This is an optimization exercise on Yosys and OpenROAD, whose aim is small area, a short achievable clock period and few clock cycles, not a production implementation. Function was checked by simulation only, so behaviour that the tests miss may differ from the original. Power and IR drop assume default switching activity.

==> inputs of run Z <==
## SHA256
module SHA256(idata, odata, eoc, clk, rst, soc, rd, hash);
	input  clk, rst, soc, rd;
	input  [31:0] idata;
	output [31:0] odata;
	output eoc;
	output [255:0] hash;
	localparam [255:0] IV = {32'h6a09e667, 32'hbb67ae85, 32'h3c6ef372, 32'ha54ff53a,
	                         32'h510e527f, 32'h9b05688c, 32'h1f83d9ab, 32'h5be0cd19};
	reg        rst_r;
	reg  [6:0] cnt;
	reg  [2:0] ptr;                               
	reg        eoc_r;
	reg        rnd, last, fin, ff, load, wsel;
	wire       sat   = cnt[6] & cnt[1];           
	wire [6:0] cnt_n = soc ? 7'd0 : sat ? cnt : cnt + 7'd1;
	assign eoc = eoc_r;
	always @(posedge clk) begin
		rst_r <= rst;
		cnt   <= cnt_n;
		eoc_r <= cnt_n == 7'd66;
		rnd   <= (cnt_n != 7'd0) & (cnt_n <= 7'd64);         
		last  <= cnt_n == 7'd64;                              
		fin   <= cnt_n == 7'd65;                              
		ff    <= (cnt_n == 7'd62) | (cnt_n == 7'd63);         
		load  <= (cnt_n != 7'd0) & (cnt_n <= 7'd4);           
		wsel  <= cnt_n >= 7'd16;                              
		if (soc)
			ptr <= 3'd1;
		else if (rd & eoc_r)
			ptr <= ptr + 3'd1;
	end
	reg  [31:0] w [0:15];
  ...
==> flow/config.mk <==
export PLATFORM = sky130hd
export DESIGN_NAME = SHA256
export DESIGN_NICKNAME = SHA256
export VERILOG_FILES = /design/flow/design.v
export SDC_FILE = /design/flow/constraint.sdc
export NUM_CORES = 4
export LEC_CHECK = 0
export ABC_AREA = 1
export CAP_MARGIN = 20
export CORE_MARGIN = 2
export CORE_UTILIZATION = 55
export SLEW_MARGIN = 20
==> flow/constraint.sdc <==
create_clock -name core_clock -period 11.0 [get_ports {clk}]
set_input_delay 2.2000 -clock core_clock [delete_from_list [all_inputs] [get_ports {clk}]]
set_output_delay 2.2000 -clock core_clock [all_outputs]
set_load 0.01 [all_outputs]
standard.sh (not shown) runs the stock make flow with config.mk's settings and CLKGATE_MAP_FILE= SYNTH_SCRIPT=/design/flow/synth_recipe.tcl, a recipe that flattens the netlist after the stock synthesis.
==> flow/flow/run.sh <==
#!/bin/bash
set -euo pipefail
# Up to clock tree synthesis, repair_timing aims at a 7.4 ns setup margin;
# after global routing only at 7.15 ns, so that it does not add buffers
# chasing the last tenths of a nanosecond with routed parasitics.
bash standard.sh "DONT_USE_CELLS=sky130_fd_sc_hd__probe_p_8 sky130_fd_sc_hd__probec_p_8 sky130_fd_sc_hd__lpflow_bleeder_1 sky130_fd_sc_hd__lpflow_clkbufkapwr_1 sky130_fd_sc_hd__lpflow_clkbufkapwr_16 sky130_fd_sc_hd__lpflow_clkbufkapwr_2 sky130_fd_sc_hd__lpflow_clkbufkapwr_4 sky130_fd_sc_hd__lpflow_clkbufkapwr_8 sky130_fd_sc_hd__lpflow_clkinvkapwr_1 sky130_fd_sc_hd__lpflow_clkinvkapwr_16 sky130_fd_sc_hd__lpflow_clkinvkapwr_2 sky130_fd_sc_hd__lpflow_clkinvkapwr_4 sky130_fd_sc_hd__lpflow_clkinvkapwr_8 sky130_fd_sc_hd__lpflow_decapkapwr_12 sky130_fd_sc_hd__lpflow_decapkapwr_3 sky130_fd_sc_hd__lpflow_decapkapwr_4 sky130_fd_sc_hd__lpflow_decapkapwr_6 sky130_fd_sc_hd__lpflow_decapkapwr_8 sky130_fd_sc_hd__lpflow_inputiso0n_1 sky130_fd_sc_hd__lpflow_inputiso0p_1 sky130_fd_sc_hd__lpflow_inputiso1n_1 sky130_fd_sc_hd__lpflow_inputiso1p_1 sky130_fd_sc_hd__lpflow_inputisolatch_1 sky130_fd_sc_hd__lpflow_isobufsrc_1 sky130_fd_sc_hd__lpflow_isobufsrc_16 sky130_fd_sc_hd__lpflow_isobufsrc_2 sky130_fd_sc_hd__lpflow_isobufsrc_4 sky130_fd_sc_hd__lpflow_isobufsrc_8 sky130_fd_sc_hd__lpflow_isobufsrckapwr_16 sky130_fd_sc_hd__lpflow_lsbuf_lh_hl_isowell_tap_1 sky130_fd_sc_hd__lpflow_lsbuf_lh_hl_isowell_tap_2 sky130_fd_sc_hd__lpflow_lsbuf_lh_hl_isowell_tap_4 sky130_fd_sc_hd__lpflow_lsbuf_lh_isowell_4 sky130_fd_sc_hd__lpflow_lsbuf_lh_isowell_tap_1 sky130_fd_sc_hd__lpflow_lsbuf_lh_isowell_tap_2 sky130_fd_sc_hd__lpflow_lsbuf_lh_isowell_tap_4  sky130_fd_sc_hd__fa_1 sky130_fd_sc_hd__fa_2 sky130_fd_sc_hd__fa_4 sky130_fd_sc_hd__ha_1 sky130_fd_sc_hd__ha_2 sky130_fd_sc_hd__ha_4" SETUP_SLACK_MARGIN=7.4 "CTS_ARGS=-sink_clustering_enable -repair_clock_nets -dont_use_dummy_load -sink_clustering_size 20 -sink_clustering_max_diameter 100" "BUFFER_PORTS_ARGS=-buffer_cell sky130_fd_sc_hd__buf_2" cts > standard_cts.log 2>&1
bash standard.sh "DONT_USE_CELLS=sky130_fd_sc_hd__probe_p_8 sky130_fd_sc_hd__probec_p_8 sky130_fd_sc_hd__lpflow_bleeder_1 sky130_fd_sc_hd__lpflow_clkbufkapwr_1 sky130_fd_sc_hd__lpflow_clkbufkapwr_16 sky130_fd_sc_hd__lpflow_clkbufkapwr_2 sky130_fd_sc_hd__lpflow_clkbufkapwr_4 sky130_fd_sc_hd__lpflow_clkbufkapwr_8 sky130_fd_sc_hd__lpflow_clkinvkapwr_1 sky130_fd_sc_hd__lpflow_clkinvkapwr_16 sky130_fd_sc_hd__lpflow_clkinvkapwr_2 sky130_fd_sc_hd__lpflow_clkinvkapwr_4 sky130_fd_sc_hd__lpflow_clkinvkapwr_8 sky130_fd_sc_hd__lpflow_decapkapwr_12 sky130_fd_sc_hd__lpflow_decapkapwr_3 sky130_fd_sc_hd__lpflow_decapkapwr_4 sky130_fd_sc_hd__lpflow_decapkapwr_6 sky130_fd_sc_hd__lpflow_decapkapwr_8 sky130_fd_sc_hd__lpflow_inputiso0n_1 sky130_fd_sc_hd__lpflow_inputiso0p_1 sky130_fd_sc_hd__lpflow_inputiso1n_1 sky130_fd_sc_hd__lpflow_inputiso1p_1 sky130_fd_sc_hd__lpflow_inputisolatch_1 sky130_fd_sc_hd__lpflow_isobufsrc_1 sky130_fd_sc_hd__lpflow_isobufsrc_16 sky130_fd_sc_hd__lpflow_isobufsrc_2 sky130_fd_sc_hd__lpflow_isobufsrc_4 sky130_fd_sc_hd__lpflow_isobufsrc_8 sky130_fd_sc_hd__lpflow_isobufsrckapwr_16 sky130_fd_sc_hd__lpflow_lsbuf_lh_hl_isowell_tap_1 sky130_fd_sc_hd__lpflow_lsbuf_lh_hl_isowell_tap_2 sky130_fd_sc_hd__lpflow_lsbuf_lh_hl_isowell_tap_4 sky130_fd_sc_hd__lpflow_lsbuf_lh_isowell_4 sky130_fd_sc_hd__lpflow_lsbuf_lh_isowell_tap_1 sky130_fd_sc_hd__lpflow_lsbuf_lh_isowell_tap_2 sky130_fd_sc_hd__lpflow_lsbuf_lh_isowell_tap_4  sky130_fd_sc_hd__fa_1 sky130_fd_sc_hd__fa_2 sky130_fd_sc_hd__fa_4 sky130_fd_sc_hd__ha_1 sky130_fd_sc_hd__ha_2 sky130_fd_sc_hd__ha_4" SETUP_SLACK_MARGIN=7.15 "CTS_ARGS=-sink_clustering_enable -repair_clock_nets -dont_use_dummy_load -sink_clustering_size 20 -sink_clustering_max_diameter 100" "BUFFER_PORTS_ARGS=-buffer_cell sky130_fd_sc_hd__buf_2" finish > standard_finish.log 2>&1
==> run R (differences from run Z) <==
==> flow/flow/run.sh (replaced) <==
#!/bin/bash
set -euo pipefail
# Up to clock tree synthesis, repair_timing aims at a 7.4 ns setup margin;
# after global routing only at 7.0 ns, so that it does not add buffers
# chasing the last tenths of a nanosecond with routed parasitics.
bash standard.sh "DONT_USE_CELLS=sky130_fd_sc_hd__probe_p_8 sky130_fd_sc_hd__probec_p_8 sky130_fd_sc_hd__lpflow_bleeder_1 sky130_fd_sc_hd__lpflow_clkbufkapwr_1 sky130_fd_sc_hd__lpflow_clkbufkapwr_16 sky130_fd_sc_hd__lpflow_clkbufkapwr_2 sky130_fd_sc_hd__lpflow_clkbufkapwr_4 sky130_fd_sc_hd__lpflow_clkbufkapwr_8 sky130_fd_sc_hd__lpflow_clkinvkapwr_1 sky130_fd_sc_hd__lpflow_clkinvkapwr_16 sky130_fd_sc_hd__lpflow_clkinvkapwr_2 sky130_fd_sc_hd__lpflow_clkinvkapwr_4 sky130_fd_sc_hd__lpflow_clkinvkapwr_8 sky130_fd_sc_hd__lpflow_decapkapwr_12 sky130_fd_sc_hd__lpflow_decapkapwr_3 sky130_fd_sc_hd__lpflow_decapkapwr_4 sky130_fd_sc_hd__lpflow_decapkapwr_6 sky130_fd_sc_hd__lpflow_decapkapwr_8 sky130_fd_sc_hd__lpflow_inputiso0n_1 sky130_fd_sc_hd__lpflow_inputiso0p_1 sky130_fd_sc_hd__lpflow_inputiso1n_1 sky130_fd_sc_hd__lpflow_inputiso1p_1 sky130_fd_sc_hd__lpflow_inputisolatch_1 sky130_fd_sc_hd__lpflow_isobufsrc_1 sky130_fd_sc_hd__lpflow_isobufsrc_16 sky130_fd_sc_hd__lpflow_isobufsrc_2 sky130_fd_sc_hd__lpflow_isobufsrc_4 sky130_fd_sc_hd__lpflow_isobufsrc_8 sky130_fd_sc_hd__lpflow_isobufsrckapwr_16 sky130_fd_sc_hd__lpflow_lsbuf_lh_hl_isowell_tap_1 sky130_fd_sc_hd__lpflow_lsbuf_lh_hl_isowell_tap_2 sky130_fd_sc_hd__lpflow_lsbuf_lh_hl_isowell_tap_4 sky130_fd_sc_hd__lpflow_lsbuf_lh_isowell_4 sky130_fd_sc_hd__lpflow_lsbuf_lh_isowell_tap_1 sky130_fd_sc_hd__lpflow_lsbuf_lh_isowell_tap_2 sky130_fd_sc_hd__lpflow_lsbuf_lh_isowell_tap_4  sky130_fd_sc_hd__fa_1 sky130_fd_sc_hd__fa_2 sky130_fd_sc_hd__fa_4 sky130_fd_sc_hd__ha_1 sky130_fd_sc_hd__ha_2 sky130_fd_sc_hd__ha_4" SETUP_SLACK_MARGIN=7.4 "CTS_ARGS=-sink_clustering_enable -repair_clock_nets -dont_use_dummy_load -sink_clustering_size 20 -sink_clustering_max_diameter 100" "BUFFER_PORTS_ARGS=-buffer_cell sky130_fd_sc_hd__buf_2" cts > standard_cts.log 2>&1
bash standard.sh "DONT_USE_CELLS=sky130_fd_sc_hd__probe_p_8 sky130_fd_sc_hd__probec_p_8 sky130_fd_sc_hd__lpflow_bleeder_1 sky130_fd_sc_hd__lpflow_clkbufkapwr_1 sky130_fd_sc_hd__lpflow_clkbufkapwr_16 sky130_fd_sc_hd__lpflow_clkbufkapwr_2 sky130_fd_sc_hd__lpflow_clkbufkapwr_4 sky130_fd_sc_hd__lpflow_clkbufkapwr_8 sky130_fd_sc_hd__lpflow_clkinvkapwr_1 sky130_fd_sc_hd__lpflow_clkinvkapwr_16 sky130_fd_sc_hd__lpflow_clkinvkapwr_2 sky130_fd_sc_hd__lpflow_clkinvkapwr_4 sky130_fd_sc_hd__lpflow_clkinvkapwr_8 sky130_fd_sc_hd__lpflow_decapkapwr_12 sky130_fd_sc_hd__lpflow_decapkapwr_3 sky130_fd_sc_hd__lpflow_decapkapwr_4 sky130_fd_sc_hd__lpflow_decapkapwr_6 sky130_fd_sc_hd__lpflow_decapkapwr_8 sky130_fd_sc_hd__lpflow_inputiso0n_1 sky130_fd_sc_hd__lpflow_inputiso0p_1 sky130_fd_sc_hd__lpflow_inputiso1n_1 sky130_fd_sc_hd__lpflow_inputiso1p_1 sky130_fd_sc_hd__lpflow_inputisolatch_1 sky130_fd_sc_hd__lpflow_isobufsrc_1 sky130_fd_sc_hd__lpflow_isobufsrc_16 sky130_fd_sc_hd__lpflow_isobufsrc_2 sky130_fd_sc_hd__lpflow_isobufsrc_4 sky130_fd_sc_hd__lpflow_isobufsrc_8 sky130_fd_sc_hd__lpflow_isobufsrckapwr_16 sky130_fd_sc_hd__lpflow_lsbuf_lh_hl_isowell_tap_1 sky130_fd_sc_hd__lpflow_lsbuf_lh_hl_isowell_tap_2 sky130_fd_sc_hd__lpflow_lsbuf_lh_hl_isowell_tap_4 sky130_fd_sc_hd__lpflow_lsbuf_lh_isowell_4 sky130_fd_sc_hd__lpflow_lsbuf_lh_isowell_tap_1 sky130_fd_sc_hd__lpflow_lsbuf_lh_isowell_tap_2 sky130_fd_sc_hd__lpflow_lsbuf_lh_isowell_tap_4  sky130_fd_sc_hd__fa_1 sky130_fd_sc_hd__fa_2 sky130_fd_sc_hd__fa_4 sky130_fd_sc_hd__ha_1 sky130_fd_sc_hd__ha_2 sky130_fd_sc_hd__ha_4" SETUP_SLACK_MARGIN=7.0 "CTS_ARGS=-sink_clustering_enable -repair_clock_nets -dont_use_dummy_load -sink_clustering_size 20 -sink_clustering_max_diameter 100" "BUFFER_PORTS_ARGS=-buffer_cell sky130_fd_sc_hd__buf_2" finish > standard_finish.log 2>&1
--- a/flow/config.mk
+++ b/flow/config.mk
@@ -9,4 +9,4 @@
 export CAP_MARGIN = 20
 export CORE_MARGIN = 2
-export CORE_UTILIZATION = 55
+export CORE_UTILIZATION = 65
 export SLEW_MARGIN = 20
==> run B (differences from run Z) <==
==> flow/flow/run.sh (replaced) <==
#!/bin/bash
set -euo pipefail
# Up to clock tree synthesis, repair_timing aims at a 7.4 ns setup margin;
# after global routing only at 7.0 ns, so that it does not add buffers
# chasing the last tenths of a nanosecond with routed parasitics.
bash standard.sh "DONT_USE_CELLS=sky130_fd_sc_hd__probe_p_8 sky130_fd_sc_hd__probec_p_8 sky130_fd_sc_hd__lpflow_bleeder_1 sky130_fd_sc_hd__lpflow_clkbufkapwr_1 sky130_fd_sc_hd__lpflow_clkbufkapwr_16 sky130_fd_sc_hd__lpflow_clkbufkapwr_2 sky130_fd_sc_hd__lpflow_clkbufkapwr_4 sky130_fd_sc_hd__lpflow_clkbufkapwr_8 sky130_fd_sc_hd__lpflow_clkinvkapwr_1 sky130_fd_sc_hd__lpflow_clkinvkapwr_16 sky130_fd_sc_hd__lpflow_clkinvkapwr_2 sky130_fd_sc_hd__lpflow_clkinvkapwr_4 sky130_fd_sc_hd__lpflow_clkinvkapwr_8 sky130_fd_sc_hd__lpflow_decapkapwr_12 sky130_fd_sc_hd__lpflow_decapkapwr_3 sky130_fd_sc_hd__lpflow_decapkapwr_4 sky130_fd_sc_hd__lpflow_decapkapwr_6 sky130_fd_sc_hd__lpflow_decapkapwr_8 sky130_fd_sc_hd__lpflow_inputiso0n_1 sky130_fd_sc_hd__lpflow_inputiso0p_1 sky130_fd_sc_hd__lpflow_inputiso1n_1 sky130_fd_sc_hd__lpflow_inputiso1p_1 sky130_fd_sc_hd__lpflow_inputisolatch_1 sky130_fd_sc_hd__lpflow_isobufsrc_1 sky130_fd_sc_hd__lpflow_isobufsrc_16 sky130_fd_sc_hd__lpflow_isobufsrc_2 sky130_fd_sc_hd__lpflow_isobufsrc_4 sky130_fd_sc_hd__lpflow_isobufsrc_8 sky130_fd_sc_hd__lpflow_isobufsrckapwr_16 sky130_fd_sc_hd__lpflow_lsbuf_lh_hl_isowell_tap_1 sky130_fd_sc_hd__lpflow_lsbuf_lh_hl_isowell_tap_2 sky130_fd_sc_hd__lpflow_lsbuf_lh_hl_isowell_tap_4 sky130_fd_sc_hd__lpflow_lsbuf_lh_isowell_4 sky130_fd_sc_hd__lpflow_lsbuf_lh_isowell_tap_1 sky130_fd_sc_hd__lpflow_lsbuf_lh_isowell_tap_2 sky130_fd_sc_hd__lpflow_lsbuf_lh_isowell_tap_4  sky130_fd_sc_hd__fa_1 sky130_fd_sc_hd__fa_2 sky130_fd_sc_hd__fa_4 sky130_fd_sc_hd__ha_1 sky130_fd_sc_hd__ha_2 sky130_fd_sc_hd__ha_4" SETUP_SLACK_MARGIN=7.4 "CTS_ARGS=-sink_clustering_enable -repair_clock_nets -dont_use_dummy_load -sink_clustering_size 20 -sink_clustering_max_diameter 100" "BUFFER_PORTS_ARGS=-buffer_cell sky130_fd_sc_hd__buf_2" cts > standard_cts.log 2>&1
bash standard.sh "DONT_USE_CELLS=sky130_fd_sc_hd__probe_p_8 sky130_fd_sc_hd__probec_p_8 sky130_fd_sc_hd__lpflow_bleeder_1 sky130_fd_sc_hd__lpflow_clkbufkapwr_1 sky130_fd_sc_hd__lpflow_clkbufkapwr_16 sky130_fd_sc_hd__lpflow_clkbufkapwr_2 sky130_fd_sc_hd__lpflow_clkbufkapwr_4 sky130_fd_sc_hd__lpflow_clkbufkapwr_8 sky130_fd_sc_hd__lpflow_clkinvkapwr_1 sky130_fd_sc_hd__lpflow_clkinvkapwr_16 sky130_fd_sc_hd__lpflow_clkinvkapwr_2 sky130_fd_sc_hd__lpflow_clkinvkapwr_4 sky130_fd_sc_hd__lpflow_clkinvkapwr_8 sky130_fd_sc_hd__lpflow_decapkapwr_12 sky130_fd_sc_hd__lpflow_decapkapwr_3 sky130_fd_sc_hd__lpflow_decapkapwr_4 sky130_fd_sc_hd__lpflow_decapkapwr_6 sky130_fd_sc_hd__lpflow_decapkapwr_8 sky130_fd_sc_hd__lpflow_inputiso0n_1 sky130_fd_sc_hd__lpflow_inputiso0p_1 sky130_fd_sc_hd__lpflow_inputiso1n_1 sky130_fd_sc_hd__lpflow_inputiso1p_1 sky130_fd_sc_hd__lpflow_inputisolatch_1 sky130_fd_sc_hd__lpflow_isobufsrc_1 sky130_fd_sc_hd__lpflow_isobufsrc_16 sky130_fd_sc_hd__lpflow_isobufsrc_2 sky130_fd_sc_hd__lpflow_isobufsrc_4 sky130_fd_sc_hd__lpflow_isobufsrc_8 sky130_fd_sc_hd__lpflow_isobufsrckapwr_16 sky130_fd_sc_hd__lpflow_lsbuf_lh_hl_isowell_tap_1 sky130_fd_sc_hd__lpflow_lsbuf_lh_hl_isowell_tap_2 sky130_fd_sc_hd__lpflow_lsbuf_lh_hl_isowell_tap_4 sky130_fd_sc_hd__lpflow_lsbuf_lh_isowell_4 sky130_fd_sc_hd__lpflow_lsbuf_lh_isowell_tap_1 sky130_fd_sc_hd__lpflow_lsbuf_lh_isowell_tap_2 sky130_fd_sc_hd__lpflow_lsbuf_lh_isowell_tap_4  sky130_fd_sc_hd__fa_1 sky130_fd_sc_hd__fa_2 sky130_fd_sc_hd__fa_4 sky130_fd_sc_hd__ha_1 sky130_fd_sc_hd__ha_2 sky130_fd_sc_hd__ha_4" SETUP_SLACK_MARGIN=7.0 "CTS_ARGS=-sink_clustering_enable -repair_clock_nets -dont_use_dummy_load -sink_clustering_size 20 -sink_clustering_max_diameter 100" "BUFFER_PORTS_ARGS=-buffer_cell sky130_fd_sc_hd__buf_2" finish > standard_finish.log 2>&1
--- a/flow/config.mk
+++ b/flow/config.mk
@@ -9,4 +9,4 @@
 export CAP_MARGIN = 20
 export CORE_MARGIN = 2
-export CORE_UTILIZATION = 55
+export CORE_UTILIZATION = 50
 export SLEW_MARGIN = 20
==> qor summary <==
| quantity | run R | run Z | run B |
|---|---|---|---|
| Result of the run | did not finish | finished clean | finished clean |
| Failing step | global routing (5_1_grt) | - | - |
| Die H | 297 um | 322 um | 338 um |
| Final Max Slew Viols | - | 0 | 0 |
| Fraction of cell area in non-clock buffers | - | 0.0491 | 0.0398 |
| Startpoint of the worst setup timing path | - | ptr[0] | ptr[2] |
| Net count of the finished layout | - | 8,188 | 8,114 |
| Power Combinational | - | 0.0144 W | 0.0137 W |
| Clock network fraction of design power | - | 0.112 | 0.114 |
| Max stage delay on crit path | - | 1.16 ns | 0.70 ns |
| Final design utilization | - | 0.620 | 0.553 |
| Portion of total power attributed to sequential cells | - | 0.234 | 0.242 |
| Cells on Worst Hold Path | - | 0 | 0 |
| Worst setup path endpoint | - | odata_r[4] | odata_r[20] |
| Number of clock-tree buffers in the layout | - | 67 | 67 |
| Req. time, crit path | - | 11.35 ns | 11.42 ns |
| Pwr dens | - | 354 nW/um2 | 347 nW/um2 |
Testbench counts of run Z, summed over its fixed seeds: cycles 19,902.
Testbench counts of run R, summed over its fixed seeds: cycles 19,902.
Testbench counts of run B, summed over its fixed seeds: cycles 19,902.

-- re-timing with driven ports --
How much do the figures lean on ideal ports? The routed layouts below were timed once more, with nothing changed but the port constraints.
Step 1, drivers: a clkbuf_16 drives clk and a buf_2 each remaining input, both assumed.
Step 2 moves the port delays by t, midway between the first and last clock arrival at a register: inputs arrive t later, outputs are due t later. That takes back most of the time a late clock gives input paths.
Three values: ideal, step 1, step 2; two values: the first two.
| run | t (ns) | setup slack, ns | worst setup path after step 2 |
|---|---|---|---|
| run Z | 0.740 | 7.164 / 7.123 / 7.164 | register to register |
| run B | 0.732 | 7.100 / 7.100 / 7.100 | register to register |
After both steps setup and hold are still met in every run listed.
